This design comes from an exercise in tuning for small area and a short achievable clock period on the open sky130 flow, not from production work. No run shown here included a check of the RTL's function; only the layout flow was run. Power figures rest on the tool's default switching activity, not on a simulated workload.

==> flow/design.v, too long to show whole: its modules and the start of the top module <==
// module pid_controller: 1336 lines
// module pid_fa: 4 lines
// module pid_pg: 4 lines
// module pid_carry16: 24 lines
// module pid_bpp: 3 lines
// module pid_ha: 4 lines
// module top: 23 lines
module top (
  input  logic        clk,
  input  logic        rst_n,
  input  logic [15:0] setpoint,
  input  logic [15:0] feedback,
  input  logic [15:0] Kp,
  input  logic [15:0] Ki,
  input  logic [15:0] Kd,
  input  logic [15:0] clk_prescaler,
  output logic [15:0] control_signal
);
  // ...
==> flow/flow/run.sh <==
#!/bin/bash
# The standard layout, with the port buffers made of plain buf_1 cells
# instead of the delay buffers buffer_ports picks on its own, and a larger
# setup margin for timing repair.
set -euo pipefail
export BUFFER_PORTS_ARGS="-buffer_cell sky130_fd_sc_hd__buf_1"
bash standard.sh SETUP_SLACK_MARGIN=6.5 finish > standard.log 2>&1
==> flow/standard.sh <==
#!/bin/bash
# synth_recipe.tcl (not shown) runs the flow's synth.tcl, then flattens the netlist and writes it again
# the make line also repeats each setting of config.mk as NAME=value (left out here)
make -C /OpenROAD-flow-scripts/flow DESIGN_CONFIG=/design/flow/config.mk WORK_HOME=/design/flow/orfs CLKGATE_MAP_FILE= SYNTH_SCRIPT=/design/flow/synth_recipe.tcl "${@:-finish}"
==> flow/config.mk <==
export PLATFORM = sky130hd
export DESIGN_NAME = top
export DESIGN_NICKNAME = top
export VERILOG_FILES = /design/flow/design.v
export SDC_FILE = /design/flow/constraint.sdc
export NUM_CORES = 4
export LEC_CHECK = 0
export CAP_MARGIN = 20
export CORE_MARGIN = 2
export CORE_UTILIZATION = 40
export CTS_BUF_LIST = sky130_fd_sc_hd__clkbuf_4 sky130_fd_sc_hd__clkbuf_8
export CTS_CLUSTER_SIZE = 40
export SETUP_SLACK_MARGIN = 5
export SLEW_MARGIN = 20
export SYNTH_HIERARCHICAL = 1
export SYNTH_MINIMUM_KEEP_SIZE = 0
==> flow/constraint.sdc <==
create_clock -name core_clock -period 12.5 [get_ports {clk}]
set_input_delay 2.5000 -clock core_clock [delete_from_list [all_inputs] [get_ports {clk}]]
set_output_delay 2.5000 -clock core_clock [all_outputs]
set_load 0.01 [all_outputs]
==> results.py, run 1 <==
metrics = {
    "outcome": {
        "run_status": "no timing/DRC/antenna violations",
    },
    "power": {
        "comb_power_share_pct": 75.6,
        "power.density_mw_per_mm2": 210,
        "p_comb_mw": 3.01,
        "p_leak_nw": 8.74,
    },
    "route": {
        "first_iter_violations": 845,
        "wl_met3_um": 2370,
        "vias": 12000,
    },
    "place": {
        "place_inst": 2105,
    },
    "timing": {
        "min_period_over_period_pct": 47.7,
        "period_minus_slack_ps": 5960,
        "finalHoldViolCount": 0,
    },
    "synthesis": {
        "synth_simple_gate_area_share_pct": 7.45,
        "synthXorXnorAreaFrac_pct": 15.8,
        "ys_types": 48,
        "ys.flop_type": "dfrtp_1",
        "yosysTopAreaCell": "fa_1",
        "yosysTopAreaCellShare_pct": 27.5,
    },
    "layout": {
        "design_area_mm2": 0.0189,
        "seq_cells": 115,
        "sh_seq_area_pct": 15.2,
    },
    "clock_network": {
        "clockRootBuffer": "clkbuf_8",
        "numCtsBuffers": 17,
        "htree_num_levels": 4,
    },
    "critical_path": {
        "path_max_fanout": 7,
        "cp_top_family": "adder cells",
        "crit_cells": 14,
    },
    "grt": {
        "grt_pass1_wl_um": 70700,
        "met3_usage_pct": 3.50,
        "antenna_found_initial": 0,
        "grt-busiest-layer": "met2",
    },
    "floorplan": {
        "fp.dieW_um": 207,
        "initial_utilization_pct": 40.4,
    },
    "min_path": {
        "hold_end": "u_dut.clk_divider[0]$_DFF_PN0_",
    },
}
==> inputs of run 2 (changes only) <==
--- a/flow/design.v
+++ b/flow/design.v
@@ -179,149 +179,37 @@
   wire ksum_p15, ksum_g15;
   pid_pg u_ksum_pg15 (.a(kpg[15]), .b(kdg[15]), .g(ksum_g15), .p(ksum_p15));
   wire [15:0] ksum_c;
   pid_carry16 u_ksum_cy (.g({ksum_g15, ksum_g14, ksum_g13, ksum_g12, ksum_g11, ksum_g10, ksum_g9, ksum_g8, ksum_g7, ksum_g6, ksum_g5, ksum_g4, ksum_g3, ksum_g2, ksum_g1, ksum_g0}), .p({ksum_p15, ksum_p14, ksum_p13, ksum_p12, ksum_p11, ksum_p10, ksum_p9, ksum_p8, ksum_p7, ksum_p6, ksum_p5, ksum_p4, ksum_p3, ksum_p2, ksum_p1, ksum_p0}), .ci(1'b0), .c(ksum_c));
   wire [15:0] ksum = {ksum_p15, ksum_p14, ksum_p13, ksum_p12, ksum_p11, ksum_p10, ksum_p9, ksum_p8, ksum_p7, ksum_p6, ksum_p5, ksum_p4, ksum_p3, ksum_p2, ksum_p1, ksum_p0} ^ ksum_c;
   wire ed_one0 = e[0] ^ 1'b0;
   wire ed_two0 = (e[1] & ~e[0] & ~1'b0) | (~e[1] & e[0] & 1'b0);
   wire ed_neg0 = e[1] & ~(e[0] & 1'b0);
-  wire ed_d1c0_l = e_p1;
-  wire ed_d1c0_cm = e_g1;
-  wire ed_d1c0_m = e_p2 ^ ed_d1c0_cm;
-  wire ed_d1c0_ch = e_g2 | (e_p2 & ed_d1c0_cm);
-  wire ed_d1c0_h = e_p3 ^ ed_d1c0_ch;
-  wire ed_d1c0_one = ed_d1c0_m ^ ed_d1c0_l;
-  wire ed_d1c0_two = (ed_d1c0_h & ~ed_d1c0_m & ~ed_d1c0_l) | (~ed_d1c0_h & ed_d1c0_m & ed_d1c0_l);
-  wire ed_d1c0_neg = ed_d1c0_h & ~(ed_d1c0_m & ed_d1c0_l);
-  wire ed_d1c1_l = ~e_p1;
-  wire ed_d1c1_cm = (e_g1 | e_p1);
-  wire ed_d1c1_m = e_p2 ^ ed_d1c1_cm;
-  wire ed_d1c1_ch = e_g2 | (e_p2 & ed_d1c1_cm);
-  wire ed_d1c1_h = e_p3 ^ ed_d1c1_ch;
-  wire ed_d1c1_one = ed_d1c1_m ^ ed_d1c1_l;
-  wire ed_d1c1_two = (ed_d1c1_h & ~ed_d1c1_m & ~ed_d1c1_l) | (~ed_d1c1_h & ed_d1c1_m & ed_d1c1_l);
-  wire ed_d1c1_neg = ed_d1c1_h & ~(ed_d1c1_m & ed_d1c1_l);
-  wire ed_one1 = e_c[1] ? ed_d1c1_one : ed_d1c0_one;
-  wire ed_two1 = e_c[1] ? ed_d1c1_two : ed_d1c0_two;
-  wire ed_neg1 = e_c[1] ? ed_d1c1_neg : ed_d1c0_neg;
-  wire ed_d2c0_l = e_p3;
-  wire ed_d2c0_cm = e_g3;
-  wire ed_d2c0_m = e_p4 ^ ed_d2c0_cm;
-  wire ed_d2c0_ch = e_g4 | (e_p4 & ed_d2c0_cm);
-  wire ed_d2c0_h = e_p5 ^ ed_d2c0_ch;
-  wire ed_d2c0_one = ed_d2c0_m ^ ed_d2c0_l;
-  wire ed_d2c0_two = (ed_d2c0_h & ~ed_d2c0_m & ~ed_d2c0_l) | (~ed_d2c0_h & ed_d2c0_m & ed_d2c0_l);
-  wire ed_d2c0_neg = ed_d2c0_h & ~(ed_d2c0_m & ed_d2c0_l);
-  wire ed_d2c1_l = ~e_p3;
-  wire ed_d2c1_cm = (e_g3 | e_p3);
-  wire ed_d2c1_m = e_p4 ^ ed_d2c1_cm;
-  wire ed_d2c1_ch = e_g4 | (e_p4 & ed_d2c1_cm);
-  wire ed_d2c1_h = e_p5 ^ ed_d2c1_ch;
-  wire ed_d2c1_one = ed_d2c1_m ^ ed_d2c1_l;
-  wire ed_d2c1_two = (ed_d2c1_h & ~ed_d2c1_m & ~ed_d2c1_l) | (~ed_d2c1_h & ed_d2c1_m & ed_d2c1_l);
-  wire ed_d2c1_neg = ed_d2c1_h & ~(ed_d2c1_m & ed_d2c1_l);
-  wire ed_one2 = e_c[3] ? ed_d2c1_one : ed_d2c0_one;
-  wire ed_two2 = e_c[3] ? ed_d2c1_two : ed_d2c0_two;
-  wire ed_neg2 = e_c[3] ? ed_d2c1_neg : ed_d2c0_neg;
-  wire ed_d3c0_l = e_p5;
-  wire ed_d3c0_cm = e_g5;
-  wire ed_d3c0_m = e_p6 ^ ed_d3c0_cm;
-  wire ed_d3c0_ch = e_g6 | (e_p6 & ed_d3c0_cm);
-  wire ed_d3c0_h = e_p7 ^ ed_d3c0_ch;
-  wire ed_d3c0_one = ed_d3c0_m ^ ed_d3c0_l;
-  wire ed_d3c0_two = (ed_d3c0_h & ~ed_d3c0_m & ~ed_d3c0_l) | (~ed_d3c0_h & ed_d3c0_m & ed_d3c0_l);
-  wire ed_d3c0_neg = ed_d3c0_h & ~(ed_d3c0_m & ed_d3c0_l);
-  wire ed_d3c1_l = ~e_p5;
-  wire ed_d3c1_cm = (e_g5 | e_p5);
-  wire ed_d3c1_m = e_p6 ^ ed_d3c1_cm;
-  wire ed_d3c1_ch = e_g6 | (e_p6 & ed_d3c1_cm);
-  wire ed_d3c1_h = e_p7 ^ ed_d3c1_ch;
-  wire ed_d3c1_one = ed_d3c1_m ^ ed_d3c1_l;
-  wire ed_d3c1_two = (ed_d3c1_h & ~ed_d3c1_m & ~ed_d3c1_l) | (~ed_d3c1_h & ed_d3c1_m & ed_d3c1_l);
-  wire ed_d3c1_neg = ed_d3c1_h & ~(ed_d3c1_m & ed_d3c1_l);
-  wire ed_one3 = e_c[5] ? ed_d3c1_one : ed_d3c0_one;
-  wire ed_two3 = e_c[5] ? ed_d3c1_two : ed_d3c0_two;
-  wire ed_neg3 = e_c[5] ? ed_d3c1_neg : ed_d3c0_neg;
-  wire ed_d4c0_l = e_p7;
-  wire ed_d4c0_cm = e_g7;
-  wire ed_d4c0_m = e_p8 ^ ed_d4c0_cm;
-  wire ed_d4c0_ch = e_g8 | (e_p8 & ed_d4c0_cm);
-  wire ed_d4c0_h = e_p9 ^ ed_d4c0_ch;
-  wire ed_d4c0_one = ed_d4c0_m ^ ed_d4c0_l;
-  wire ed_d4c0_two = (ed_d4c0_h & ~ed_d4c0_m & ~ed_d4c0_l) | (~ed_d4c0_h & ed_d4c0_m & ed_d4c0_l);
-  wire ed_d4c0_neg = ed_d4c0_h & ~(ed_d4c0_m & ed_d4c0_l);
-  wire ed_d4c1_l = ~e_p7;
-  wire ed_d4c1_cm = (e_g7 | e_p7);
-  wire ed_d4c1_m = e_p8 ^ ed_d4c1_cm;
-  wire ed_d4c1_ch = e_g8 | (e_p8 & ed_d4c1_cm);
-  wire ed_d4c1_h = e_p9 ^ ed_d4c1_ch;
-  wire ed_d4c1_one = ed_d4c1_m ^ ed_d4c1_l;
-  wire ed_d4c1_two = (ed_d4c1_h & ~ed_d4c1_m & ~ed_d4c1_l) | (~ed_d4c1_h & ed_d4c1_m & ed_d4c1_l);
-  wire ed_d4c1_neg = ed_d4c1_h & ~(ed_d4c1_m & ed_d4c1_l);
-  wire ed_one4 = e_c[7] ? ed_d4c1_one : ed_d4c0_one;
-  wire ed_two4 = e_c[7] ? ed_d4c1_two : ed_d4c0_two;
-  wire ed_neg4 = e_c[7] ? ed_d4c1_neg : ed_d4c0_neg;
-  wire ed_d5c0_l = e_p9;
-  wire ed_d5c0_cm = e_g9;
-  wire ed_d5c0_m = e_p10 ^ ed_d5c0_cm;
-  wire ed_d5c0_ch = e_g10 | (e_p10 & ed_d5c0_cm);
-  wire ed_d5c0_h = e_p11 ^ ed_d5c0_ch;
-  wire ed_d5c0_one = ed_d5c0_m ^ ed_d5c0_l;
-  wire ed_d5c0_two = (ed_d5c0_h & ~ed_d5c0_m & ~ed_d5c0_l) | (~ed_d5c0_h & ed_d5c0_m & ed_d5c0_l);
-  wire ed_d5c0_neg = ed_d5c0_h & ~(ed_d5c0_m & ed_d5c0_l);
-  wire ed_d5c1_l = ~e_p9;
-  wire ed_d5c1_cm = (e_g9 | e_p9);
-  wire ed_d5c1_m = e_p10 ^ ed_d5c1_cm;
-  wire ed_d5c1_ch = e_g10 | (e_p10 & ed_d5c1_cm);
-  wire ed_d5c1_h = e_p11 ^ ed_d5c1_ch;
-  wire ed_d5c1_one = ed_d5c1_m ^ ed_d5c1_l;
-  wire ed_d5c1_two = (ed_d5c1_h & ~ed_d5c1_m & ~ed_d5c1_l) | (~ed_d5c1_h & ed_d5c1_m & ed_d5c1_l);
-  wire ed_d5c1_neg = ed_d5c1_h & ~(ed_d5c1_m & ed_d5c1_l);
-  wire ed_one5 = e_c[9] ? ed_d5c1_one : ed_d5c0_one;
-  wire ed_two5 = e_c[9] ? ed_d5c1_two : ed_d5c0_two;
-  wire ed_neg5 = e_c[9] ? ed_d5c1_neg : ed_d5c0_neg;
-  wire ed_d6c0_l = e_p11;
-  wire ed_d6c0_cm = e_g11;
-  wire ed_d6c0_m = e_p12 ^ ed_d6c0_cm;
-  wire ed_d6c0_ch = e_g12 | (e_p12 & ed_d6c0_cm);
-  wire ed_d6c0_h = e_p13 ^ ed_d6c0_ch;
-  wire ed_d6c0_one = ed_d6c0_m ^ ed_d6c0_l;
-  wire ed_d6c0_two = (ed_d6c0_h & ~ed_d6c0_m & ~ed_d6c0_l) | (~ed_d6c0_h & ed_d6c0_m & ed_d6c0_l);
-  wire ed_d6c0_neg = ed_d6c0_h & ~(ed_d6c0_m & ed_d6c0_l);
-  wire ed_d6c1_l = ~e_p11;
-  wire ed_d6c1_cm = (e_g11 | e_p11);
-  wire ed_d6c1_m = e_p12 ^ ed_d6c1_cm;
-  wire ed_d6c1_ch = e_g12 | (e_p12 & ed_d6c1_cm);
-  wire ed_d6c1_h = e_p13 ^ ed_d6c1_ch;
-  wire ed_d6c1_one = ed_d6c1_m ^ ed_d6c1_l;
-  wire ed_d6c1_two = (ed_d6c1_h & ~ed_d6c1_m & ~ed_d6c1_l) | (~ed_d6c1_h & ed_d6c1_m & ed_d6c1_l);
-  wire ed_d6c1_neg = ed_d6c1_h & ~(ed_d6c1_m & ed_d6c1_l);
-  wire ed_one6 = e_c[11] ? ed_d6c1_one : ed_d6c0_one;
-  wire ed_two6 = e_c[11] ? ed_d6c1_two : ed_d6c0_two;
-  wire ed_neg6 = e_c[11] ? ed_d6c1_neg : ed_d6c0_neg;
-  wire ed_d7c0_l = e_p13;
-  wire ed_d7c0_cm = e_g13;
-  wire ed_d7c0_m = e_p14 ^ ed_d7c0_cm;
-  wire ed_d7c0_ch = e_g14 | (e_p14 & ed_d7c0_cm);
-  wire ed_d7c0_h = e_p15 ^ ed_d7c0_ch;
-  wire ed_d7c0_one = ed_d7c0_m ^ ed_d7c0_l;
-  wire ed_d7c0_two = (ed_d7c0_h & ~ed_d7c0_m & ~ed_d7c0_l) | (~ed_d7c0_h & ed_d7c0_m & ed_d7c0_l);
-  wire ed_d7c0_neg = ed_d7c0_h & ~(ed_d7c0_m & ed_d7c0_l);
-  wire ed_d7c1_l = ~e_p13;
-  wire ed_d7c1_cm = (e_g13 | e_p13);
-  wire ed_d7c1_m = e_p14 ^ ed_d7c1_cm;
-  wire ed_d7c1_ch = e_g14 | (e_p14 & ed_d7c1_cm);
-  wire ed_d7c1_h = e_p15 ^ ed_d7c1_ch;
-  wire ed_d7c1_one = ed_d7c1_m ^ ed_d7c1_l;
-  wire ed_d7c1_two = (ed_d7c1_h & ~ed_d7c1_m & ~ed_d7c1_l) | (~ed_d7c1_h & ed_d7c1_m & ed_d7c1_l);
-  wire ed_d7c1_neg = ed_d7c1_h & ~(ed_d7c1_m & ed_d7c1_l);
-  wire ed_one7 = e_c[13] ? ed_d7c1_one : ed_d7c0_one;
-  wire ed_two7 = e_c[13] ? ed_d7c1_two : ed_d7c0_two;
-  wire ed_neg7 = e_c[13] ? ed_d7c1_neg : ed_d7c0_neg;
+  wire ed_one1 = e[2] ^ e[1];
+  wire ed_two1 = (e[3] & ~e[2] & ~e[1]) | (~e[3] & e[2] & e[1]);
+  wire ed_neg1 = e[3] & ~(e[2] & e[1]);
+  wire ed_one2 = e[4] ^ e[3];
+  wire ed_two2 = (e[5] & ~e[4] & ~e[3]) | (~e[5] & e[4] & e[3]);
+  wire ed_neg2 = e[5] & ~(e[4] & e[3]);
+  wire ed_one3 = e[6] ^ e[5];
+  wire ed_two3 = (e[7] & ~e[6] & ~e[5]) | (~e[7] & e[6] & e[5]);
+  wire ed_neg3 = e[7] & ~(e[6] & e[5]);
+  wire ed_one4 = e[8] ^ e[7];
+  wire ed_two4 = (e[9] & ~e[8] & ~e[7]) | (~e[9] & e[8] & e[7]);
+  wire ed_neg4 = e[9] & ~(e[8] & e[7]);
+  wire ed_one5 = e[10] ^ e[9];
+  wire ed_two5 = (e[11] & ~e[10] & ~e[9]) | (~e[11] & e[10] & e[9]);
+  wire ed_neg5 = e[11] & ~(e[10] & e[9]);
+  wire ed_one6 = e[12] ^ e[11];
+  wire ed_two6 = (e[13] & ~e[12] & ~e[11]) | (~e[13] & e[12] & e[11]);
+  wire ed_neg6 = e[13] & ~(e[12] & e[11]);
+  wire ed_one7 = e[14] ^ e[13];
+  wire ed_two7 = (e[15] & ~e[14] & ~e[13]) | (~e[15] & e[14] & e[13]);
+  wire ed_neg7 = e[15] & ~(e[14] & e[13]);
   wire pd_one0 = prev[0] ^ 1'b0;
   wire pd_two0 = (prev[1] & ~prev[0] & ~1'b0) | (~prev[1] & prev[0] & 1'b0);
   wire pd_neg0 = ~prev[1] & (prev[0] | 1'b0);
   wire pd_one1 = prev[2] ^ prev[1];
   wire pd_two1 = (prev[3] & ~prev[2] & ~prev[1]) | (~prev[3] & prev[2] & prev[1]);
   wire pd_neg1 = ~prev[3] & (prev[2] | prev[1]);
   wire pd_one2 = prev[4] ^ prev[3];
   wire pd_two2 = (prev[5] & ~prev[4] & ~prev[3]) | (~prev[5] & prev[4] & prev[3]);
@@ -881,49 +769,49 @@
   pid_fa u_it_57 (.a(it_44), .b(it_46), .c(it_53), .s(it_57), .co(it_58));
   wire it_59, it_60;
   pid_fa u_it_59 (.a(it_55), .b(it_48), .c(it_57), .s(it_59), .co(it_60));
   wire it_61, it_62;
   pid_fa u_it_61 (.a(I0[10]), .b(I1[10]), .c(I2[10]), .s(it_61), .co(it_62));
   wire it_63, it_64;
   pid_fa u_it_63 (.a(it_61), .b(kid_neg5), .c(it_52), .s(it_63), .co(it_64));
   wire it_65, it_66;
-  pid_fa u_it_65 (.a(kie_p0_10), .b(kie_p1_8), .c(kie_p2_6), .s(it_65), .co(it_66));
+  pid_fa u_it_65 (.a(it_63), .b(kie_p0_10), .c(kie_p1_8), .s(it_65), .co(it_66));
   wire it_67, it_68;
-  pid_fa u_it_67 (.a(kie_p3_4), .b(kie_p4_2), .c(kie_p5_0), .s(it_67), .co(it_68));
+  pid_fa u_it_67 (.a(kie_p2_6), .b(kie_p3_4), .c(kie_p4_2), .s(it_67), .co(it_68));
   wire it_69, it_70;
-  pid_fa u_it_69 (.a(it_63), .b(it_54), .c(it_56), .s(it_69), .co(it_70));
+  pid_fa u_it_69 (.a(kie_p5_0), .b(it_54), .c(it_56), .s(it_69), .co(it_70));
   wire it_71, it_72;
   pid_fa u_it_71 (.a(it_65), .b(it_67), .c(it_58), .s(it_71), .co(it_72));
   wire it_73, it_74;
   pid_fa u_it_73 (.a(I0[11]), .b(I1[11]), .c(I2[11]), .s(it_73), .co(it_74));
   wire it_75, it_76;
-  pid_fa u_it_75 (.a(it_62), .b(it_73), .c(kie_p0_11), .s(it_75), .co(it_76));
+  pid_fa u_it_75 (.a(it_62), .b(it_73), .c(it_64), .s(it_75), .co(it_76));
   wire it_77, it_78;
-  pid_fa u_it_77 (.a(kie_p1_9), .b(kie_p2_7), .c(kie_p3_5), .s(it_77), .co(it_78));
+  pid_fa u_it_77 (.a(kie_p0_11), .b(kie_p1_9), .c(kie_p2_7), .s(it_77), .co(it_78));
   wire it_79, it_80;
-  pid_fa u_it_79 (.a(kie_p4_3), .b(kie_p5_1), .c(it_64), .s(it_79), .co(it_80));
+  pid_fa u_it_79 (.a(kie_p3_5), .b(kie_p4_3), .c(kie_p5_1), .s(it_79), .co(it_80));
   wire it_81, it_82;
-  pid_fa u_it_81 (.a(it_66), .b(it_68), .c(it_75), .s(it_81), .co(it_82));
+  pid_fa u_it_81 (.a(it_75), .b(it_66), .c(it_68), .s(it_81), .co(it_82));
   wire it_83, it_84;
   pid_fa u_it_83 (.a(it_77), .b(it_79), .c(it_70), .s(it_83), .co(it_84));
   wire it_85, it_86;
   pid_fa u_it_85 (.a(I0[12]), .b(I1[12]), .c(I2[12]), .s(it_85), .co(it_86));
   wire it_87, it_88;
   pid_fa u_it_87 (.a(it_74), .b(it_85), .c(kid_neg6), .s(it_87), .co(it_88));
   wire it_89, it_90;
   pid_fa u_it_89 (.a(it_87), .b(kie_p0_12), .c(kie_p1_10), .s(it_89), .co(it_90));
   wire it_91, it_92;
   pid_fa u_it_91 (.a(kie_p2_8), .b(kie_p3_6), .c(kie_p4_4), .s(it_91), .co(it_92));
   wire it_93, it_94;
   pid_fa u_it_93 (.a(kie_p5_2), .b(kie_p6_0), .c(it_76), .s(it_93), .co(it_94));
   wire it_95, it_96;
-  pid_fa u_it_95 (.a(it_78), .b(it_89), .c(it_91), .s(it_95), .co(it_96));
+  pid_fa u_it_95 (.a(it_78), .b(it_80), .c(it_89), .s(it_95), .co(it_96));
   wire it_97, it_98;
-  pid_fa u_it_97 (.a(it_80), .b(it_82), .c(it_93), .s(it_97), .co(it_98));
+  pid_fa u_it_97 (.a(it_91), .b(it_93), .c(it_82), .s(it_97), .co(it_98));
   wire it_99, it_100;
   pid_fa u_it_99 (.a(I0[13]), .b(I1[13]), .c(I2[13]), .s(it_99), .co(it_100));
   wire it_101, it_102;
   pid_fa u_it_101 (.a(it_86), .b(it_99), .c(it_88), .s(it_101), .co(it_102));
   wire it_103, it_104;
   pid_fa u_it_103 (.a(it_101), .b(kie_p0_13), .c(kie_p1_11), .s(it_103), .co(it_104));
   wire it_105, it_106;
   pid_fa u_it_105 (.a(kie_p2_9), .b(kie_p3_7), .c(kie_p4_5), .s(it_105), .co(it_106));
@@ -991,179 +879,179 @@
   pid_fa u_ct_23 (.a(kse_p0_3), .b(kse_p1_1), .c(ct_16), .s(ct_23), .co(ct_24));
   wire ct_25, ct_26;
   pid_fa u_ct_25 (.a(pd_neg2), .b(X0[4]), .c(X1[4]), .s(ct_25), .co(ct_26));
   wire ct_27, ct_28;
   pid_fa u_ct_27 (.a(ct_25), .b(ct_18), .c(kdp_p0_4), .s(ct_27), .co(ct_28));
   wire ct_29, ct_30;
   pid_fa u_ct_29 (.a(kdp_p1_2), .b(kdp_p2_0), .c(ct_20), .s(ct_29), .co(ct_30));
   wire ct_31, ct_32;
-  pid_fa u_ct_31 (.a(ct_27), .b(ed_neg2), .c(ct_29), .s(ct_31), .co(ct_32));
+  pid_fa u_ct_31 (.a(ct_27), .b(ct_29), .c(ed_neg2), .s(ct_31), .co(ct_32));
   wire ct_33, ct_34;
   pid_fa u_ct_33 (.a(kse_p0_4), .b(kse_p1_2), .c(kse_p2_0), .s(ct_33), .co(ct_34));
   wire ct_35, ct_36;
   pid_fa u_ct_35 (.a(ct_31), .b(ct_22), .c(ct_33), .s(ct_35), .co(ct_36));
   wire ct_37, ct_38;
   pid_fa u_ct_37 (.a(X0[5]), .b(X1[5]), .c(ct_26), .s(ct_37), .co(ct_38));
   wire ct_39, ct_40;
   pid_fa u_ct_39 (.a(ct_37), .b(kdp_p0_5), .c(kdp_p1_3), .s(ct_39), .co(ct_40));
   wire ct_41, ct_42;
   pid_fa u_ct_41 (.a(kdp_p2_1), .b(ct_28), .c(ct_39), .s(ct_41), .co(ct_42));
   wire ct_43, ct_44;
-  pid_fa u_ct_43 (.a(ct_30), .b(ct_41), .c(kse_p0_5), .s(ct_43), .co(ct_44));
+  pid_fa u_ct_43 (.a(ct_30), .b(ct_41), .c(ct_32), .s(ct_43), .co(ct_44));
   wire ct_45, ct_46;
-  pid_fa u_ct_45 (.a(kse_p1_3), .b(kse_p2_1), .c(ct_32), .s(ct_45), .co(ct_46));
+  pid_fa u_ct_45 (.a(kse_p0_5), .b(kse_p1_3), .c(kse_p2_1), .s(ct_45), .co(ct_46));
   wire ct_47, ct_48;
   pid_fa u_ct_47 (.a(ct_34), .b(ct_43), .c(ct_45), .s(ct_47), .co(ct_48));
   wire ct_49, ct_50;
   pid_fa u_ct_49 (.a(pd_neg3), .b(X0[6]), .c(X1[6]), .s(ct_49), .co(ct_50));
   wire ct_51, ct_52;
   pid_fa u_ct_51 (.a(ct_49), .b(ct_38), .c(kdp_p0_6), .s(ct_51), .co(ct_52));
   wire ct_53, ct_54;
   pid_fa u_ct_53 (.a(kdp_p1_4), .b(kdp_p2_2), .c(kdp_p3_0), .s(ct_53), .co(ct_54));
   wire ct_55, ct_56;
   pid_fa u_ct_55 (.a(ct_40), .b(ct_51), .c(ct_53), .s(ct_55), .co(ct_56));
   wire ct_57, ct_58;
-  pid_fa u_ct_57 (.a(ed_neg3), .b(ct_42), .c(ct_55), .s(ct_57), .co(ct_58));
+  pid_fa u_ct_57 (.a(ct_42), .b(ct_55), .c(ed_neg3), .s(ct_57), .co(ct_58));
   wire ct_59, ct_60;
   pid_fa u_ct_59 (.a(kse_p0_6), .b(kse_p1_4), .c(kse_p2_2), .s(ct_59), .co(ct_60));
   wire ct_61, ct_62;
   pid_fa u_ct_61 (.a(kse_p3_0), .b(ct_57), .c(ct_44), .s(ct_61), .co(ct_62));
   wire ct_63, ct_64;
-  pid_fa u_ct_63 (.a(ct_59), .b(ct_46), .c(ct_61), .s(ct_63), .co(ct_64));
+  pid_fa u_ct_63 (.a(ct_46), .b(ct_59), .c(ct_61), .s(ct_63), .co(ct_64));
   wire ct_65, ct_66;
   pid_fa u_ct_65 (.a(X0[7]), .b(X1[7]), .c(ct_50), .s(ct_65), .co(ct_66));
   wire ct_67, ct_68;
   pid_fa u_ct_67 (.a(ct_65), .b(kdp_p0_7), .c(kdp_p1_5), .s(ct_67), .co(ct_68));
   wire ct_69, ct_70;
   pid_fa u_ct_69 (.a(kdp_p2_3), .b(kdp_p3_1), .c(ct_52), .s(ct_69), .co(ct_70));
   wire ct_71, ct_72;
   pid_fa u_ct_71 (.a(ct_54), .b(ct_67), .c(ct_56), .s(ct_71), .co(ct_72));
   wire ct_73, ct_74;
-  pid_fa u_ct_73 (.a(ct_69), .b(kse_p0_7), .c(kse_p1_5), .s(ct_73), .co(ct_74));
+  pid_fa u_ct_73 (.a(ct_69), .b(ct_71), .c(ct_58), .s(ct_73), .co(ct_74));
   wire ct_75, ct_76;
-  pid_fa u_ct_75 (.a(kse_p2_3), .b(kse_p3_1), .c(ct_71), .s(ct_75), .co(ct_76));
+  pid_fa u_ct_75 (.a(kse_p0_7), .b(kse_p1_5), .c(kse_p2_3), .s(ct_75), .co(ct_76));
   wire ct_77, ct_78;
-  pid_fa u_ct_77 (.a(ct_58), .b(ct_60), .c(ct_73), .s(ct_77), .co(ct_78));
+  pid_fa u_ct_77 (.a(kse_p3_1), .b(ct_60), .c(ct_73), .s(ct_77), .co(ct_78));
   wire ct_79, ct_80;
   pid_fa u_ct_79 (.a(ct_75), .b(ct_62), .c(ct_77), .s(ct_79), .co(ct_80));
   wire ct_81, ct_82;
   pid_fa u_ct_81 (.a(pd_neg4), .b(X0[8]), .c(X1[8]), .s(ct_81), .co(ct_82));
   wire ct_83, ct_84;
   pid_fa u_ct_83 (.a(X2[8]), .b(ct_81), .c(ct_66), .s(ct_83), .co(ct_84));
   wire ct_85, ct_86;
   pid_fa u_ct_85 (.a(ct_83), .b(kdp_p0_8), .c(kdp_p1_6), .s(ct_85), .co(ct_86));
   wire ct_87, ct_88;
   pid_fa u_ct_87 (.a(kdp_p2_4), .b(kdp_p3_2), .c(kdp_p4_0), .s(ct_87), .co(ct_88));
   wire ct_89, ct_90;
   pid_fa u_ct_89 (.a(ct_68), .b(ct_85), .c(ct_87), .s(ct_89), .co(ct_90));
   wire ct_91, ct_92;
-  pid_fa u_ct_91 (.a(ed_neg4), .b(ct_70), .c(ct_89), .s(ct_91), .co(ct_92));
+  pid_fa u_ct_91 (.a(ct_70), .b(ct_89), .c(ed_neg4), .s(ct_91), .co(ct_92));
   wire ct_93, ct_94;
-  pid_fa u_ct_93 (.a(kse_p0_8), .b(kse_p1_6), .c(kse_p2_4), .s(ct_93), .co(ct_94));
+  pid_fa u_ct_93 (.a(ct_72), .b(kse_p0_8), .c(kse_p1_6), .s(ct_93), .co(ct_94));
   wire ct_95, ct_96;
-  pid_fa u_ct_95 (.a(kse_p3_2), .b(kse_p4_0), .c(ct_72), .s(ct_95), .co(ct_96));
+  pid_fa u_ct_95 (.a(kse_p2_4), .b(kse_p3_2), .c(kse_p4_0), .s(ct_95), .co(ct_96));
   wire ct_97, ct_98;
-  pid_fa u_ct_97 (.a(ct_91), .b(ct_74), .c(ct_93), .s(ct_97), .co(ct_98));
+  pid_fa u_ct_97 (.a(ct_91), .b(ct_74), .c(ct_76), .s(ct_97), .co(ct_98));
   wire ct_99, ct_100;
-  pid_fa u_ct_99 (.a(ct_76), .b(ct_95), .c(ct_78), .s(ct_99), .co(ct_100));
+  pid_fa u_ct_99 (.a(ct_93), .b(ct_95), .c(ct_78), .s(ct_99), .co(ct_100));
   wire ct_101, ct_102;
   pid_fa u_ct_101 (.a(X0[9]), .b(X1[9]), .c(X2[9]), .s(ct_101), .co(ct_102));
   wire ct_103, ct_104;
   pid_fa u_ct_103 (.a(ct_82), .b(ct_101), .c(ct_84), .s(ct_103), .co(ct_104));
   wire ct_105, ct_106;
   pid_fa u_ct_105 (.a(ct_103), .b(kdp_p0_9), .c(kdp_p1_7), .s(ct_105), .co(ct_106));
   wire ct_107, ct_108;
   pid_fa u_ct_107 (.a(kdp_p2_5), .b(kdp_p3_3), .c(kdp_p4_1), .s(ct_107), .co(ct_108));
   wire ct_109, ct_110;
   pid_fa u_ct_109 (.a(ct_86), .b(ct_88), .c(ct_105), .s(ct_109), .co(ct_110));
   wire ct_111, ct_112;
   pid_fa u_ct_111 (.a(ct_107), .b(ct_90), .c(ct_109), .s(ct_111), .co(ct_112));
   wire ct_113, ct_114;
-  pid_fa u_ct_113 (.a(kse_p0_9), .b(kse_p1_7), .c(kse_p2_5), .s(ct_113), .co(ct_114));
+  pid_fa u_ct_113 (.a(ct_111), .b(ct_92), .c(kse_p0_9), .s(ct_113), .co(ct_114));
   wire ct_115, ct_116;
-  pid_fa u_ct_115 (.a(kse_p3_3), .b(kse_p4_1), .c(ct_92), .s(ct_115), .co(ct_116));
+  pid_fa u_ct_115 (.a(kse_p1_7), .b(kse_p2_5), .c(kse_p3_3), .s(ct_115), .co(ct_116));
   wire ct_117, ct_118;
-  pid_fa u_ct_117 (.a(ct_111), .b(ct_94), .c(ct_113), .s(ct_117), .co(ct_118));
+  pid_fa u_ct_117 (.a(kse_p4_1), .b(ct_94), .c(ct_96), .s(ct_117), .co(ct_118));
   wire ct_119, ct_120;
-  pid_fa u_ct_119 (.a(ct_96), .b(ct_115), .c(ct_98), .s(ct_119), .co(ct_120));
+  pid_fa u_ct_119 (.a(ct_113), .b(ct_115), .c(ct_98), .s(ct_119), .co(ct_120));
   wire ct_121, ct_122;
   pid_fa u_ct_121 (.a(pd_neg5), .b(X0[10]), .c(X1[10]), .s(ct_121), .co(ct_122));
   wire ct_123, ct_124;
   pid_fa u_ct_123 (.a(X2[10]), .b(ct_102), .c(ct_121), .s(ct_123), .co(ct_124));
   wire ct_125, ct_126;
   pid_fa u_ct_125 (.a(ct_123), .b(ct_104), .c(kdp_p0_10), .s(ct_125), .co(ct_126));
   wire ct_127, ct_128;
   pid_fa u_ct_127 (.a(kdp_p1_8), .b(kdp_p2_6), .c(kdp_p3_4), .s(ct_127), .co(ct_128));
   wire ct_129, ct_130;
   pid_fa u_ct_129 (.a(kdp_p4_2), .b(kdp_p5_0), .c(ct_106), .s(ct_129), .co(ct_130));
   wire ct_131, ct_132;
   pid_fa u_ct_131 (.a(ct_108), .b(ct_125), .c(ct_127), .s(ct_131), .co(ct_132));
   wire ct_133, ct_134;
-  pid_fa u_ct_133 (.a(ed_neg5), .b(ct_110), .c(ct_129), .s(ct_133), .co(ct_134));
+  pid_fa u_ct_133 (.a(ct_110), .b(ct_129), .c(ct_131), .s(ct_133), .co(ct_134));
   wire ct_135, ct_136;
-  pid_fa u_ct_135 (.a(ct_131), .b(kse_p0_10), .c(kse_p1_8), .s(ct_135), .co(ct_136));
+  pid_fa u_ct_135 (.a(ed_neg5), .b(ct_112), .c(ct_133), .s(ct_135), .co(ct_136));
   wire ct_137, ct_138;
-  pid_fa u_ct_137 (.a(kse_p2_6), .b(kse_p3_4), .c(kse_p4_2), .s(ct_137), .co(ct_138));
+  pid_fa u_ct_137 (.a(kse_p0_10), .b(kse_p1_8), .c(kse_p2_6), .s(ct_137), .co(ct_138));
   wire ct_139, ct_140;
-  pid_fa u_ct_139 (.a(kse_p5_0), .b(ct_112), .c(ct_133), .s(ct_139), .co(ct_140));
+  pid_fa u_ct_139 (.a(kse_p3_4), .b(kse_p4_2), .c(kse_p5_0), .s(ct_139), .co(ct_140));
   wire ct_141, ct_142;
-  pid_fa u_ct_141 (.a(ct_114), .b(ct_135), .c(ct_137), .s(ct_141), .co(ct_142));
+  pid_fa u_ct_141 (.a(ct_135), .b(ct_114), .c(ct_116), .s(ct_141), .co(ct_142));
   wire ct_143, ct_144;
-  pid_fa u_ct_143 (.a(ct_116), .b(ct_139), .c(ct_118), .s(ct_143), .co(ct_144));
+  pid_fa u_ct_143 (.a(ct_137), .b(ct_139), .c(ct_118), .s(ct_143), .co(ct_144));
   wire ct_145, ct_146;
   pid_fa u_ct_145 (.a(X0[11]), .b(X1[11]), .c(X2[11]), .s(ct_145), .co(ct_146));
   wire ct_147, ct_148;
   pid_fa u_ct_147 (.a(ct_122), .b(ct_145), .c(ct_124), .s(ct_147), .co(ct_148));
   wire ct_149, ct_150;
   pid_fa u_ct_149 (.a(ct_147), .b(kdp_p0_11), .c(kdp_p1_9), .s(ct_149), .co(ct_150));
   wire ct_151, ct_152;
   pid_fa u_ct_151 (.a(kdp_p2_7), .b(kdp_p3_5), .c(kdp_p4_3), .s(ct_151), .co(ct_152));
   wire ct_153, ct_154;
   pid_fa u_ct_153 (.a(kdp_p5_1), .b(ct_126), .c(ct_128), .s(ct_153), .co(ct_154));
   wire ct_155, ct_156;
   pid_fa u_ct_155 (.a(ct_149), .b(ct_151), .c(ct_130), .s(ct_155), .co(ct_156));
   wire ct_157, ct_158;
-  pid_fa u_ct_157 (.a(ct_132), .b(ct_153), .c(kse_p0_11), .s(ct_157), .co(ct_158));
+  pid_fa u_ct_157 (.a(ct_132), .b(ct_153), .c(ct_155), .s(ct_157), .co(ct_158));
   wire ct_159, ct_160;
-  pid_fa u_ct_159 (.a(kse_p1_9), .b(kse_p2_7), .c(kse_p3_5), .s(ct_159), .co(ct_160));
+  pid_fa u_ct_159 (.a(ct_134), .b(kse_p0_11), .c(kse_p1_9), .s(ct_159), .co(ct_160));
   wire ct_161, ct_162;
-  pid_fa u_ct_161 (.a(kse_p4_3), .b(kse_p5_1), .c(ct_155), .s(ct_161), .co(ct_162));
+  pid_fa u_ct_161 (.a(kse_p2_7), .b(kse_p3_5), .c(kse_p4_3), .s(ct_161), .co(ct_162));
   wire ct_163, ct_164;
-  pid_fa u_ct_163 (.a(ct_134), .b(ct_136), .c(ct_138), .s(ct_163), .co(ct_164));
+  pid_fa u_ct_163 (.a(kse_p5_1), .b(ct_157), .c(ct_136), .s(ct_163), .co(ct_164));
   wire ct_165, ct_166;
-  pid_fa u_ct_165 (.a(ct_157), .b(ct_159), .c(ct_140), .s(ct_165), .co(ct_166));
+  pid_fa u_ct_165 (.a(ct_138), .b(ct_140), .c(ct_159), .s(ct_165), .co(ct_166));
   wire ct_167, ct_168;
-  pid_fa u_ct_167 (.a(ct_161), .b(ct_142), .c(ct_163), .s(ct_167), .co(ct_168));
+  pid_fa u_ct_167 (.a(ct_161), .b(ct_163), .c(ct_142), .s(ct_167), .co(ct_168));
   wire ct_169, ct_170;
   pid_fa u_ct_169 (.a(pd_neg6), .b(X0[12]), .c(X1[12]), .s(ct_169), .co(ct_170));
   wire ct_171, ct_172;
   pid_fa u_ct_171 (.a(X2[12]), .b(X3[12]), .c(ct_146), .s(ct_171), .co(ct_172));
   wire ct_173, ct_174;
   pid_fa u_ct_173 (.a(ct_169), .b(ct_171), .c(ct_148), .s(ct_173), .co(ct_174));
   wire ct_175, ct_176;
   pid_fa u_ct_175 (.a(ct_173), .b(kdp_p0_12), .c(kdp_p1_10), .s(ct_175), .co(ct_176));
   wire ct_177, ct_178;
   pid_fa u_ct_177 (.a(kdp_p2_8), .b(kdp_p3_6), .c(kdp_p4_4), .s(ct_177), .co(ct_178));
   wire ct_179, ct_180;
   pid_fa u_ct_179 (.a(kdp_p5_2), .b(kdp_p6_0), .c(ct_150), .s(ct_179), .co(ct_180));
   wire ct_181, ct_182;
   pid_fa u_ct_181 (.a(ct_152), .b(ct_175), .c(ct_177), .s(ct_181), .co(ct_182));
   wire ct_183, ct_184;
-  pid_fa u_ct_183 (.a(ed_neg6), .b(ct_154), .c(ct_179), .s(ct_183), .co(ct_184));
+  pid_fa u_ct_183 (.a(ct_154), .b(ct_179), .c(ct_181), .s(ct_183), .co(ct_184));
   wire ct_185, ct_186;
-  pid_fa u_ct_185 (.a(ct_181), .b(kse_p0_12), .c(kse_p1_10), .s(ct_185), .co(ct_186));
+  pid_fa u_ct_185 (.a(ed_neg6), .b(ct_156), .c(ct_183), .s(ct_185), .co(ct_186));
   wire ct_187, ct_188;
-  pid_fa u_ct_187 (.a(kse_p2_8), .b(kse_p3_6), .c(kse_p4_4), .s(ct_187), .co(ct_188));
+  pid_fa u_ct_187 (.a(kse_p0_12), .b(kse_p1_10), .c(kse_p2_8), .s(ct_187), .co(ct_188));
   wire ct_189, ct_190;
-  pid_fa u_ct_189 (.a(kse_p5_2), .b(kse_p6_0), .c(ct_156), .s(ct_189), .co(ct_190));
+  pid_fa u_ct_189 (.a(kse_p3_6), .b(kse_p4_4), .c(kse_p5_2), .s(ct_189), .co(ct_190));
   wire ct_191, ct_192;
-  pid_fa u_ct_191 (.a(ct_183), .b(ct_158), .c(ct_160), .s(ct_191), .co(ct_192));
+  pid_fa u_ct_191 (.a(kse_p6_0), .b(ct_158), .c(ct_185), .s(ct_191), .co(ct_192));
   wire ct_193, ct_194;
-  pid_fa u_ct_193 (.a(ct_185), .b(ct_187), .c(ct_162), .s(ct_193), .co(ct_194));
+  pid_fa u_ct_193 (.a(ct_160), .b(ct_162), .c(ct_187), .s(ct_193), .co(ct_194));
   wire ct_195, ct_196;
   pid_fa u_ct_195 (.a(ct_189), .b(ct_164), .c(ct_191), .s(ct_195), .co(ct_196));
   wire ct_197, ct_198;
   pid_fa u_ct_197 (.a(X0[13]), .b(X1[13]), .c(X2[13]), .s(ct_197), .co(ct_198));
   wire ct_199, ct_200;
   pid_fa u_ct_199 (.a(X3[13]), .b(ct_170), .c(ct_197), .s(ct_199), .co(ct_200));
   wire ct_201, ct_202;
   pid_fa u_ct_201 (.a(ct_172), .b(ct_199), .c(ct_174), .s(ct_201), .co(ct_202));
@@ -1173,25 +1061,25 @@
   pid_fa u_ct_205 (.a(kdp_p2_9), .b(kdp_p3_7), .c(kdp_p4_5), .s(ct_205), .co(ct_206));
   wire ct_207, ct_208;
   pid_fa u_ct_207 (.a(kdp_p5_3), .b(kdp_p6_1), .c(ct_176), .s(ct_207), .co(ct_208));
   wire ct_209, ct_210;
   pid_fa u_ct_209 (.a(ct_178), .b(ct_203), .c(ct_205), .s(ct_209), .co(ct_210));
   wire ct_211, ct_212;
   pid_fa u_ct_211 (.a(ct_180), .b(ct_182), .c(ct_207), .s(ct_211), .co(ct_212));
   wire ct_213, ct_214;
-  pid_fa u_ct_213 (.a(ct_209), .b(kse_p0_13), .c(kse_p1_11), .s(ct_213), .co(ct_214));
+  pid_fa u_ct_213 (.a(ct_209), .b(ct_184), .c(ct_211), .s(ct_213), .co(ct_214));
   wire ct_215, ct_216;
-  pid_fa u_ct_215 (.a(kse_p2_9), .b(kse_p3_7), .c(kse_p4_5), .s(ct_215), .co(ct_216));
+  pid_fa u_ct_215 (.a(kse_p0_13), .b(kse_p1_11), .c(kse_p2_9), .s(ct_215), .co(ct_216));
   wire ct_217, ct_218;
-  pid_fa u_ct_217 (.a(kse_p5_3), .b(kse_p6_1), .c(ct_184), .s(ct_217), .co(ct_218));
+  pid_fa u_ct_217 (.a(kse_p3_7), .b(kse_p4_5), .c(kse_p5_3), .s(ct_217), .co(ct_218));
   wire ct_219, ct_220;
-  pid_fa u_ct_219 (.a(ct_211), .b(ct_186), .c(ct_188), .s(ct_219), .co(ct_220));
+  pid_fa u_ct_219 (.a(kse_p6_1), .b(ct_186), .c(ct_213), .s(ct_219), .co(ct_220));
   wire ct_221, ct_222;
-  pid_fa u_ct_221 (.a(ct_213), .b(ct_215), .c(ct_190), .s(ct_221), .co(ct_222));
+  pid_fa u_ct_221 (.a(ct_188), .b(ct_190), .c(ct_215), .s(ct_221), .co(ct_222));
   wire ct_223, ct_224;
   pid_fa u_ct_223 (.a(ct_217), .b(ct_192), .c(ct_219), .s(ct_223), .co(ct_224));
   wire ct_225, ct_226;
   pid_fa u_ct_225 (.a(pd_neg7), .b(X0[14]), .c(X1[14]), .s(ct_225), .co(ct_226));
   wire ct_227, ct_228;
   pid_fa u_ct_227 (.a(X2[14]), .b(X3[14]), .c(ct_198), .s(ct_227), .co(ct_228));
   wire ct_229, ct_230;
   pid_fa u_ct_229 (.a(ct_225), .b(ct_200), .c(ct_227), .s(ct_229), .co(ct_230));
@@ -1201,29 +1089,29 @@
   pid_fa u_ct_233 (.a(kdp_p1_12), .b(kdp_p2_10), .c(kdp_p3_8), .s(ct_233), .co(ct_234));
   wire ct_235, ct_236;
   pid_fa u_ct_235 (.a(kdp_p4_6), .b(kdp_p5_4), .c(kdp_p6_2), .s(ct_235), .co(ct_236));
   wire ct_237, ct_238;
   pid_fa u_ct_237 (.a(kdp_p7_0), .b(ct_204), .c(ct_206), .s(ct_237), .co(ct_238));
   wire ct_239, ct_240;
   pid_fa u_ct_239 (.a(ct_231), .b(ct_233), .c(ct_235), .s(ct_239), .co(ct_240));
   wire ct_241, ct_242;
-  pid_fa u_ct_241 (.a(ed_neg7), .b(ct_208), .c(ct_210), .s(ct_241), .co(ct_242));
+  pid_fa u_ct_241 (.a(ct_208), .b(ct_210), .c(ct_237), .s(ct_241), .co(ct_242));
   wire ct_243, ct_244;
-  pid_fa u_ct_243 (.a(ct_237), .b(ct_239), .c(kse_p0_14), .s(ct_243), .co(ct_244));
+  pid_fa u_ct_243 (.a(ct_239), .b(ed_neg7), .c(ct_212), .s(ct_243), .co(ct_244));
   wire ct_245, ct_246;
-  pid_fa u_ct_245 (.a(kse_p1_12), .b(kse_p2_10), .c(kse_p3_8), .s(ct_245), .co(ct_246));
+  pid_fa u_ct_245 (.a(ct_241), .b(kse_p0_14), .c(kse_p1_12), .s(ct_245), .co(ct_246));
   wire ct_247, ct_248;
-  pid_fa u_ct_247 (.a(kse_p4_6), .b(kse_p5_4), .c(kse_p6_2), .s(ct_247), .co(ct_248));
+  pid_fa u_ct_247 (.a(kse_p2_10), .b(kse_p3_8), .c(kse_p4_6), .s(ct_247), .co(ct_248));
   wire ct_249, ct_250;
-  pid_fa u_ct_249 (.a(kse_p7_0), .b(ct_212), .c(ct_241), .s(ct_249), .co(ct_250));
+  pid_fa u_ct_249 (.a(kse_p5_4), .b(kse_p6_2), .c(kse_p7_0), .s(ct_249), .co(ct_250));
   wire ct_251, ct_252;
-  pid_fa u_ct_251 (.a(ct_214), .b(ct_216), .c(ct_243), .s(ct_251), .co(ct_252));
+  pid_fa u_ct_251 (.a(ct_214), .b(ct_243), .c(ct_216), .s(ct_251), .co(ct_252));
   wire ct_253, ct_254;
-  pid_fa u_ct_253 (.a(ct_245), .b(ct_247), .c(ct_218), .s(ct_253), .co(ct_254));
+  pid_fa u_ct_253 (.a(ct_218), .b(ct_245), .c(ct_247), .s(ct_253), .co(ct_254));
   wire ct_255, ct_256;
   pid_fa u_ct_255 (.a(ct_249), .b(ct_220), .c(ct_222), .s(ct_255), .co(ct_256));
   wire ct_257, ct_258;
   pid_fa u_ct_257 (.a(X0[15]), .b(X1[15]), .c(X2[15]), .s(ct_257), .co(ct_258));
   wire ct_259, ct_260;
   pid_fa u_ct_259 (.a(X3[15]), .b(ct_226), .c(ct_257), .s(ct_259), .co(ct_260));
   wire ct_261, ct_262;
   pid_fa u_ct_261 (.a(ct_228), .b(ct_259), .c(ct_230), .s(ct_261), .co(ct_262));
@@ -1235,48 +1123,48 @@
   pid_fa u_ct_267 (.a(kdp_p5_5), .b(kdp_p6_3), .c(kdp_p7_1), .s(ct_267), .co(ct_268));
   wire ct_269, ct_270;
   pid_fa u_ct_269 (.a(ct_232), .b(ct_234), .c(ct_236), .s(ct_269), .co(ct_270));
   wire ct_271, ct_272;
   pid_fa u_ct_271 (.a(ct_263), .b(ct_265), .c(ct_267), .s(ct_271), .co(ct_272));
   wire ct_273, ct_274;
   pid_fa u_ct_273 (.a(ct_238), .b(ct_240), .c(ct_269), .s(ct_273), .co(ct_274));
   wire ct_275, ct_276;
-  pid_fa u_ct_275 (.a(ct_271), .b(kse_p0_15), .c(kse_p1_13), .s(ct_275), .co(ct_276));
+  pid_fa u_ct_275 (.a(ct_271), .b(ct_242), .c(ct_273), .s(ct_275), .co(ct_276));
   wire ct_277, ct_278;
-  pid_fa u_ct_277 (.a(kse_p2_11), .b(kse_p3_9), .c(kse_p4_7), .s(ct_277), .co(ct_278));
+  pid_fa u_ct_277 (.a(kse_p0_15), .b(kse_p1_13), .c(kse_p2_11), .s(ct_277), .co(ct_278));
   wire ct_279, ct_280;
-  pid_fa u_ct_279 (.a(kse_p5_5), .b(kse_p6_3), .c(kse_p7_1), .s(ct_279), .co(ct_280));
+  pid_fa u_ct_279 (.a(kse_p3_9), .b(kse_p4_7), .c(kse_p5_5), .s(ct_279), .co(ct_280));
   wire ct_281, ct_282;
-  pid_fa u_ct_281 (.a(ct_242), .b(ct_273), .c(ct_244), .s(ct_281), .co(ct_282));
+  pid_fa u_ct_281 (.a(kse_p6_3), .b(kse_p7_1), .c(ct_244), .s(ct_281), .co(ct_282));
   wire ct_283, ct_284;
-  pid_fa u_ct_283 (.a(ct_246), .b(ct_248), .c(ct_275), .s(ct_283), .co(ct_284));
+  pid_fa u_ct_283 (.a(ct_275), .b(ct_246), .c(ct_248), .s(ct_283), .co(ct_284));
   wire ct_285, ct_286;
-  pid_fa u_ct_285 (.a(ct_277), .b(ct_279), .c(ct_250), .s(ct_285), .co(ct_286));
+  pid_fa u_ct_285 (.a(ct_250), .b(ct_277), .c(ct_279), .s(ct_285), .co(ct_286));
   wire ct_287, ct_288;
-  pid_fa u_ct_287 (.a(ct_252), .b(ct_281), .c(ct_283), .s(ct_287), .co(ct_288));
+  pid_fa u_ct_287 (.a(ct_281), .b(ct_252), .c(ct_254), .s(ct_287), .co(ct_288));
   always_ff @(posedge clk or negedge rst_n) begin
     if (!rst_n) begin
       prev <= 16'h0000;
       I0 <= 16'h0000;
       I1 <= 16'h0000;
       I2 <= 16'h0000;
       C0 <= 16'h0000;
       C1 <= 16'h0000;
       C2 <= 16'h0000;
       C3 <= 16'h0000;
     end else begin
       if (smp) prev <= e;
       I0 <= {it_141, it_125, it_109, it_95, it_81, it_69, it_50, it_40, it_37, it_24, it_18, it_15, it_8, kie_p1_0, it_3, it_1};
       I1 <= {it_128, it_112, it_98, it_84, it_72, it_60, it_59, it_49, it_39, it_31, it_23, it_17, it_11, it_7, kie_p0_1, kie_p0_0};
       I2 <= {it_143, it_127, it_111, it_97, it_83, it_71, 1'b0, 1'b0, 1'b0, 1'b0, 1'b0, 1'b0, 1'b0, 1'b0, 1'b0, 1'b0};
-      C0 <= {ct_254, ct_251, ct_194, ct_166, ct_165, ct_141, ct_117, ct_97, ct_64, ct_48, ct_36, ct_24, ct_21, ct_8, kse_p0_1, kse_p0_0};
+      C0 <= {ct_283, ct_251, ct_194, ct_166, ct_165, ct_141, ct_117, ct_97, ct_64, ct_48, ct_36, ct_24, ct_21, ct_8, kse_p0_1, kse_p0_0};
       C1 <= {ct_285, ct_253, ct_221, ct_193, ct_144, ct_120, ct_100, ct_80, ct_79, ct_63, ct_47, ct_35, ct_23, ct_15, ct_7, ct_3};
-      C2 <= {ct_256, ct_224, ct_196, ct_168, ct_167, ct_143, ct_119, ct_99, 1'b0, 1'b0, 1'b0, 1'b0, 1'b0, 1'b0, 1'b0, 1'b0};
-      C3 <= {ct_287, ct_255, ct_223, ct_195, 1'b0, 1'b0, 1'b0, 1'b0, 1'b0, 1'b0, 1'b0, 1'b0, 1'b0, 1'b0, 1'b0, 1'b0};
+      C2 <= {ct_256, ct_224, ct_196, ct_195, ct_167, ct_143, ct_119, ct_99, 1'b0, 1'b0, 1'b0, 1'b0, 1'b0, 1'b0, 1'b0, 1'b0};
+      C3 <= {ct_287, ct_255, ct_223, ct_168, 1'b0, 1'b0, 1'b0, 1'b0, 1'b0, 1'b0, 1'b0, 1'b0, 1'b0, 1'b0, 1'b0, 1'b0};
     end
   end
   wire ot_1, ot_2;
   pid_ha u_ot_1 (.a(C0[8]), .b(C1[8]), .s(ot_1), .co(ot_2));
   wire ot_3, ot_4;
   pid_fa u_ot_3 (.a(C0[9]), .b(C1[9]), .c(C2[9]), .s(ot_3), .co(ot_4));
   wire ot_5, ot_6;
   pid_fa u_ot_5 (.a(C0[10]), .b(C1[10]), .c(C2[10]), .s(ot_5), .co(ot_6));
==> results.py, run 2 <==
metrics = {
    "clock_network": {
        "ctsHoldBuffers": 0,
        "clkSlewWorstSetupHoldPaths_ps": 90,
        "cts_tree": "done",
        "htree_num_levels": 4,
        "numCtsBuffers": 17,
        "clock_path_buffers": 2,
        "clock_latency_ps": 470,
        "clockRootBuffer": "clkbuf_8",
        "cts.sinks": 115,
    },
    "power": {
        "ir_worst_vdd_mv": 0.155,
        "clock_power_share_pct": 8.8,
        "p_int_mw": 2.07,
        "power.density_mw_per_mm2": 227,
        "seqPwrFrac_pct": 13.3,
        "p_leak_nw": 8.51,
        "netSwitchingFraction_pct": 50.2,
        "comb_power_share_pct": 78.0,
        "switchingPower_mw": 2.09,
    },
    "timing": {
        "relSlewSlack_pct": 30.3,
        "rsz0062_at_grt": "true",
        "finalHoldViolCount": 0,
        "worst_slack_ps": 6550,
        "worstMarginPinSlew_ps": 1040,
        "min_period_over_period_pct": 47.6,
        "finalMaxSlewViolations": 0,
        "period_minus_slack_ps": 5950,
        "setup-tns-final_ps": 0,
        "final-setup-viol-count": 0,
        "max_freq_mhz": 168,
        "finClkSkew_ps": 20.8,
    },
    "route": {
        "wl_per_cell_um": 21.3,
        "wl_um": 44400,
        "first_iter_violations": 867,
        "vias": 11500,
        "drtAntennaViolNets": 0,
        "first_pass_iters": 5,
        "viasPerCell": 5.49,
        "drc": 0,
    },
    "grt": {
        "grt_max_degree": 70,
        "grt_usage_pct": 22.4,
        "grt_pass1_vias": 11900,
        "antenna_found_initial": 1,
        "grt_pass1_wl_um": 69400,
        "grt_overflow_total": 0,
    },
    "synthesis": {
        "yosysTopAreaCell": "fa_1",
        "ys.flop_type": "dfrtp_1",
        "avgSynthCellArea_um2": 11.3,
        "yosysTopAreaCellShare_pct": 29.0,
        "ys_types": 45,
        "synth_edf_count": 0,
        "synthCells": 1385,
        "synth_area_leaders": "fa_1, dfrtp_1, xnor2_1, a22o_1, ha_1",
        "yosysSeqAreaShare_pct": 18.4,
        "ys_ff_latch": 115,
        "netlist_area_mm2": 0.0156,
        "yosysMostFrequentCell": "xnor2_1",
        "yosys_warnings": 10,
        "async_reset_ff_share_pct": 100,
        "synthTopCellsByCount": "xnor2_1, fa_1, a22o_1, dfrtp_1, ha_1",
    },
    "floorplan": {
        "num_rows": 72,
        "die-area_mm2": 0.0406,
        "core_area_mm2": 0.0386,
        "fp.dieW_um": 202,
        "ios": 114,
        "initial_utilization_pct": 40.5,
        "die_y_um": 202,
    },
    "layout": {
        "areaGrowthSynthToFinish_pct": 17.2,
        "nFillCells": 3659,
        "mostFrequentLayoutCells": "a22o_1, fa_1, xnor2_1, buf_1, dfrtp_1",
        "drive_gt1_share_pct": 17.8,
        "num_antenna_cells": 0,
        "layout_commonest_cell": "a22o_1",
        "fin_nets": 1965,
    },
    "critical_path": {
        "cp-start-kind": "primary input",
        "cp.required_ps": 12910,
        "critPathKind": "in -> reg",
        "cp.arrival_ps": 6360,
        "path_max_fanout": 8,
        "endpoint_kind": "flop",
    },
    "min_path": {
        "hp-class": "reg -> reg",
    },
    "place": {
        "place_ws_ps": 5390,
        "port_buffers": 113,
        "globalplace.congestion": 0.905,
        "dp_hpwl_um": 35000,
    },
    "flow_run": {
        "maxCapViolCount": 0,
    },
    "outcome": {
        "run_status": "no timing/DRC/antenna violations",
    },
}
## run 2: cell types whose count changed after synthesis, moves of 8 or more
cell    previous run  this run
xor2_1            70        44
ha_1             106        85
and2_1            59        39
nor2_1            49        32
and2_4             0         8
mux2_2            47        39
## run 2: modules after synthesis, one instance, submodules excluded, a selection
module	area [um^2]	flip-flops and latches	times used	cells inside
pid_fa	20.0	0	226	1
pid_bpp	8.76	0	216	1
pid_carry16	272	0	3	44
pid_controller	7750	115	1	761
pid_pg	12.5	0	48	1
pid_ha	12.5	0	2	1
## run 2: cells by family after synthesis
family / synth area share, %
DFF: 18.4
AOI/OAI and AO/OA: 17.0
and+or+nand+nor: 6.84
muxes: 2.81
adders and majority gates: 35.8
buffers and inverters: 3.10
xor gates and xnor gates: 16.0
other: 0.0481
## run 2: worst max-delay path: stages
cell and delay (ps):
buf_1 120, nand2_4 190, inv_1 70, ha_1 400, nand4_1 180, a21oi_1 280
o2111ai_2 260, a32oi_2 320, xnor2_2 180, xnor2_1 130, a22o_1 260, fa_1 520
fa_2 390, fa_2 540
## run 2: final timing paths
| kind | from | end | slack (ps) | cells after the start |
|---|---|---|---|---|
| setup / recovery | Kd[3] | u_dut.C3[14]$_DFF_PN0_ | 6550 | 14 |
| hold / removal | u_dut.clk_divider[0]$_DFF_PN0_ | u_dut.clk_divider[0]$_DFF_PN0_ | 490 | 1 |
| setup reg to reg | u_dut.smp$_DFF_PN0_ | u_dut.C3[15]$_DFF_PN0_ | 6560 | 12 |
| hold reg to reg | u_dut.clk_divider[0]$_DFF_PN0_ | u_dut.clk_divider[0]$_DFF_PN0_ | 490 | 1 |
| max in group asynchronous | rst_n | u_dut.smp$_DFF_PN0_ | 8930 | 2 |
| min in group asynchronous | rst_n | u_dut.clk_divider[14]$_DFF_PN0_ | 2080 | 1 |
## run 2: cell type report
type / count / area (um^2) / share of cell area [%]
flip-flops and latches: 115 / 2880 / 15.8
repair buffers: 188 / 1140 / 6.24
inverters: 70 / 278 / 1.52
clock buffers: 17 / 234 / 1.28
well taps: 518 / 648 / 3.54
multi-input cells: 1164 / 12900 / 70.8
clock inverters: 15 / 160 / 0.875
## run 2: what timing repair did
action,CTS,global route
cloned,1,2
pin swaps,8,28
gates resized for setup,40,50
setup buffers,24,31
endpoints found under the setup margin,45,33
## run 2: layer usage
metal / global-route usage (%) / vias up / routed length, um
li1: - / 5169 / -
met1: 30.4 / 5852 / 19100
met2: 36.4 / 373 / 21400
met3: 3.61 / 69 / 2320
met4: 7.72 / 2 / 1520
met5: 0 / - / 7
## run 2: power groups by stage
stage / Clock [mW] / Sequential [mW] / Combinational [mW]
2_1_floorplan: 0 / 0.539 / 2.09
3_3_place_gp: 0 / 0.561 / 3.07
3_5_place_dp: 0 / 0.560 / 3.14
4_1_cts: 0.372 / 0.554 / 3.24
5_1_grt: 0.386 / 0.563 / 3.57
6_report: 0.364 / 0.553 / 3.24
## run 2: per-stage QoR
stage | utilization, % | area (um^2) | cells | power, mW | hold WS, ps
4_1_cts | 46.0 | 17700 | 2054 | 4.17 | 497
3_5_place_dp | 43.7 | 16900 | 1997 | 3.70 | 484
3_3_place_gp | 43.7 | 16900 | 1997 | 3.64 | 481
2_1_floorplan | - | 15900 | 1389 | 2.63 | 449
5_1_grt | 47.4 | 18300 | 2087 | 4.52 | 533
6_report | 47.4 | 18300 | 2087 | 4.16 | 494

separate check: timing with driven ports:
No port has a modelled driver above. Below, the same layouts with a new extraction and two added sets of constraints.
Step 1 (the two cells are an assumption about what drives the block):
set clk [get_ports {clk}]
set_driving_cell -lib_cell sky130_fd_sc_hd__clkbuf_16 $clk
set_driving_cell -lib_cell sky130_fd_sc_hd__buf_2 [delete_from_list [all_inputs] $clk]
Step 2, shift: input delay + t, output delay - t, t = (earliest + latest rising clock arrival at the registers) / 2. This alone moves slack from input paths to output paths.
a / b / c = no drivers / after step 1 / after step 2; a / b = the first two.
run | t, ns | slack for setup (ns) | hold slack, ns | latest minus earliest clock arrival (ns)
run 1 | 0.493 | 6.536 / 6.561 / 6.068 | 0.521 / 0.521 / 0.521 | 0.022 / 0.022
run 2 | 0.506 | 6.548 / 6.563 / 6.066 | 0.494 / 0.494 / 0.494 | 0.021 / 0.021
After both steps setup and hold are still met in every run listed. The setup slack of run 2, which loses most, moves by +0.015 ns with the drivers and by -0.482 ns with both steps.
